Context: an optimization exercise on an open-source flow, tuned for small area. The choices shown serve that exercise and are no tape-out recipe.
Only simulation tests tie the RTL to the original design; equivalence was not proved.
No activity file was given, so power comes from the tool's default toggle rates.

== run 1 ==
==> flow/design.v (excerpt) <==
module uart_alu_top #(
    parameter CLK_FREQ = 100_000_000,
    parameter BAUD_RATE = 9600,
    parameter DATA_BITS = 8
)(
    input  wire clk,
    input  wire reset,
    input  wire rx,
    output wire tx,
    output wire [15:0] led
);
clock: 10.0 ns
lec_check: 0
cap_margin: 20
core_margin: 2
core_utilization: 78
place_density: 0.9
slew_margin: 20
standard.sh (not shown) runs the stock make flow with config.mk's settings and CLKGATE_MAP_FILE= SYNTH_SCRIPT=/design/flow/synth_recipe.tcl, a recipe that flattens the netlist after the stock synthesis.
==> flow/flow/run.sh <==
#!/bin/bash
# Layout flow: the standard ORFS flow (standard.sh) with these changes:
#  - synthesis: no full/half-adder extraction (ADDER_MAP_FILE empty), and ABC is run with each of
#    a set of area-oriented scripts (written below into abc_scripts/) in turn, keeping the
#    smallest netlist (flow/abc_pick.tcl). Everything before ABC, the flip-flop mapping and
#    everything after ABC is ORFS's synth.tcl as is;
#  - ports are buffered with buf_1;
#  - CTS builds its tree from clkbuf_4 cells and inserts no dummy loads.
# Floorplan, power grid, tap cells, placement, CTS, routing and finishing are the standard flow.
# Each tool's full output is in orfs/logs/ (one log per step); make's output is in run_make.log.
set -euo pipefail
W=$(pwd)
FLOWDIR=$W/flow

# ABC scripts: logic optimisation x choice computation x area-recovering standard-cell mapping
mkdir -p "$W/abc_scripts"
PRE_p0="strash"
PRE_p1=$'strash\ndc2'
PRE_p2=$'strash\n&get -n\n&fraig -x\n&put\ndc2\nstrash'
PRE_p3=$'strash\ndc2\ndc2\nstrash'
PRE_p4=$'strash\nrewrite\nrefactor\nbalance\nrewrite -z\nrefactor -z\nrewrite -z\nbalance\nstrash'
CH_c0="dch"
CH_c1="dch -f"
MAP_m1="amap -F 4 -A 50 -C 1000"
MAP_m4="amap -F 8 -A 100 -C 5000"
MAP_m5="amap -F 2 -A 20 -C 500"
MAP_m6="amap -F 4 -A 50 -C 1000 -m"
for p in p0 p1 p2 p3 p4; do
  for c in c0 c1; do
    for m in m1 m4 m5 m6; do
      pv=PRE_$p; cv=CH_$c; mv=MAP_$m
      printf '%s\n%s\n%s\n' "${!pv}" "${!cv}" "${!mv}" > "$W/abc_scripts/$p$c$m.script"
    done
  done
done
# the same, with the mapped netlist restructured and mapped again (2 or 3 rounds)
for p in p1 p2 p3; do
  pv=PRE_$p
  for n in 2 3; do
    {
      printf '%s\n' "${!pv}"
      for ((r = 1; r < n; r++)); do printf 'dch -f\n%s\nstrash\n' "$MAP_m4"; done
      printf 'dch -f\n%s\n' "$MAP_m4"
    } > "$W/abc_scripts/${p}i$n.script"
    {
      printf '%s\n' "${!pv}"
      for ((r = 1; r < n; r++)); do printf 'dch\n%s\nstrash\ndc2\n' "$MAP_m1"; done
      printf 'dch\n%s\n' "$MAP_m1"
    } > "$W/abc_scripts/${p}j$n.script"
  done
done

sed "s|^  log_cmd abc {\*}\$abc_args|  source $FLOWDIR/abc_pick.tcl|" \
  "$FLOW_HOME/scripts/synth.tcl" > "$W/synth_mod.tcl"
grep -q abc_pick.tcl "$W/synth_mod.tcl"
sed "s|\$::env(SCRIPTS_DIR)/synth.tcl|$W/synth_mod.tcl|" "$W/synth_recipe.tcl" > "$W/synth_recipe_mod.tcl"
grep -q synth_mod.tcl "$W/synth_recipe_mod.tcl"

bash "$W/standard.sh" \
  SYNTH_SCRIPT="$W/synth_recipe_mod.tcl" \
  ADDER_MAP_FILE= \
  MY_ABC_SCRIPTS="$(ls "$W"/abc_scripts/*.script | tr '\n' ' ')" \
  BUFFER_PORTS_ARGS="-buffer_cell sky130_fd_sc_hd__buf_1" \
  CTS_ARGS="-sink_clustering_enable -repair_clock_nets -dont_use_dummy_load -buf_list sky130_fd_sc_hd__clkbuf_4 -root_buf sky130_fd_sc_hd__clkbuf_4" \
  finish > "$W/run_make.log" 2>&1
Other scripts of this flow, unchanged in this note and not shown: flow/flow/abc_pick.tcl
What run 2 does differently from run 1 at the input level:
Settings: CORE_UTILIZATION now 70, was 78; PLACE_DENSITY now 0.85, was 0.9; SLEW_MARGIN now 0, was 20; GPL_TIMING_DRIVEN now 0, previously not set; CAP_MARGIN now 0, was 20.
-- flow/flow/run.sh --
<<< run 1, line 35
done
# the same, with the mapped netlist restructured and mapped again (2 or 3 rounds)
for p in p1 p2 p3; do
  pv=PRE_$p
  for n in 2 3; do
    {
      printf '%s\n' "${!pv}"
      for ((r = 1; r < n; r++)); do printf 'dch -f\n%s\nstrash\n' "$MAP_m4"; done
      printf 'dch -f\n%s\n' "$MAP_m4"
    } > "$W/abc_scripts/${p}i$n.script"
    {
      printf '%s\n' "${!pv}"
      for ((r = 1; r < n; r++)); do printf 'dch\n%s\nstrash\ndc2\n' "$MAP_m1"; done
      printf 'dch\n%s\n' "$MAP_m1"
    } > "$W/abc_scripts/${p}j$n.script"
  done
done

>>> run 2, line 35
done

### Flow results
Between run 1 and run 2, the global-route usage is higher for run 1.
Re total power: run 1 was lower than run 2.
Die height went up by a few percent going from run 1 to run 2.
On proportion of final cell area spent on non-clock buffers: between run 1 and run 2, it ends up higher for run 2.
Comparing run 1 and run 2, wire length is higher on run 1.
Changes in run 3 relative to run 2:
Settings: clearing GPL_TIMING_DRIVEN, which used to be 0; swapping 0 for 20 in CAP_MARGIN; swapping 0 for 20 in SLEW_MARGIN; swapping 70 for 85 in CORE_UTILIZATION; swapping 0.85 for 0.92 in PLACE_DENSITY.
-- flow/flow/run.sh --
<<< run 2, line 35
done

>>> run 3, line 35
done
# the same, with the mapped netlist restructured and mapped again (2 or 3 rounds)
for p in p1 p2 p3; do
  pv=PRE_$p
  for n in 2 3; do
    {
      printf '%s\n' "${!pv}"
      for ((r = 1; r < n; r++)); do printf 'dch -f\n%s\nstrash\n' "$MAP_m4"; done
      printf 'dch -f\n%s\n' "$MAP_m4"
    } > "$W/abc_scripts/${p}i$n.script"
    {
      printf '%s\n' "${!pv}"
      for ((r = 1; r < n; r++)); do printf 'dch\n%s\nstrash\ndc2\n' "$MAP_m1"; done
      printf 'dch\n%s\n' "$MAP_m1"
    } > "$W/abc_scripts/${p}j$n.script"
  done
done

### Flow results
- Between run 3 and run 2, the difference in synthesized cell count is negligible.
- Taking run 2 as the reference, in run 3 total nets after synthesis neither gained nor lost much, share of synthesized area occupied by flip-flops and latches climbed 0.20 points.
- Min post-synthesis share of cell area spent on and, or, nand and nor gates across run 3 and run 2: run 2
- Die outline height was lower in run 3 than in run 2.
- Run 3 against run 2; synthesized area is down slightly.
- In run 3 relative to run 2, mean area per synthesized cell had gone down slightly.
- The flow ran to completion for all of run 3 and run 2 but run 3, which stopped partway.
- Looking only at width of the die, and setting everything else aside, the lower value of run 3 and run 2 goes to run 3.
#### Input delta (run 4 over run 3)
Settings: PLACE_DENSITY changed from 0.92 to 0.85; CORE_UTILIZATION changed from 85 to 70.
-- flow/flow/run.sh --
<<< run 3, line 35
done
# the same, with the mapped netlist restructured and mapped again (2 or 3 rounds)
for p in p1 p2 p3; do
  pv=PRE_$p
  for n in 2 3; do
    {
      printf '%s\n' "${!pv}"
      for ((r = 1; r < n; r++)); do printf 'dch -f\n%s\nstrash\n' "$MAP_m4"; done
      printf 'dch -f\n%s\n' "$MAP_m4"
    } > "$W/abc_scripts/${p}i$n.script"
    {
      printf '%s\n' "${!pv}"
      for ((r = 1; r < n; r++)); do printf 'dch\n%s\nstrash\ndc2\n' "$MAP_m1"; done
      printf 'dch\n%s\n' "$MAP_m1"
    } > "$W/abc_scripts/${p}j$n.script"
  done
done

>>> run 4, line 35
done

==> run summary <==
Run 4 went all the way through the flow, and no timing, DRC or antenna check failed.
Delta(combined area of all synthesized cells, run 4 - run 3) > 0
Delta (run 4 minus run 3): overall die width has increased; average cell area after synthesis went up about 0.4%.
Post-synthesis compound-gate area fraction (run 4 over run 3): increase, 1.0 points

==> separate check: timing with driven ports <==
No port has a modelled driver above. Below, the same layouts with a new extraction and two added sets of constraints.
Step 1 (the two cells are an assumption about what drives the block):
set clk [get_ports {clk}]
set_driving_cell -lib_cell sky130_fd_sc_hd__clkbuf_16 $clk
set_driving_cell -lib_cell sky130_fd_sc_hd__buf_2 [delete_from_list [all_inputs] $clk]
Step 2 times the ports against the registers' clock, not the clock port: input delays grow and output delays shrink by t, the midpoint of the rising clock arrivals with the driver on.
Three values: no drivers, after step 1, after step 2; two values: the first two.
run | t (ns) | slack for setup (ns) | hold slack, ns | worst register clock-pin slew, ns | pins driven straight from the clock port
run 1 | 0.420 | 0.805 / 0.779 / 1.199 | 0.448 / 0.448 / 0.448 | 0.10 / 0.10 | 1
run 2 | 0.395 | 1.050 / 1.026 / 1.421 | 0.453 / 0.453 / 0.453 | 0.09 / 0.09 | 1
run 4 | 0.396 | 0.916 / 0.889 / 1.285 | 0.440 / 0.440 / 0.440 | 0.09 / 0.09 | 1
After both steps every run listed still meets setup and hold.
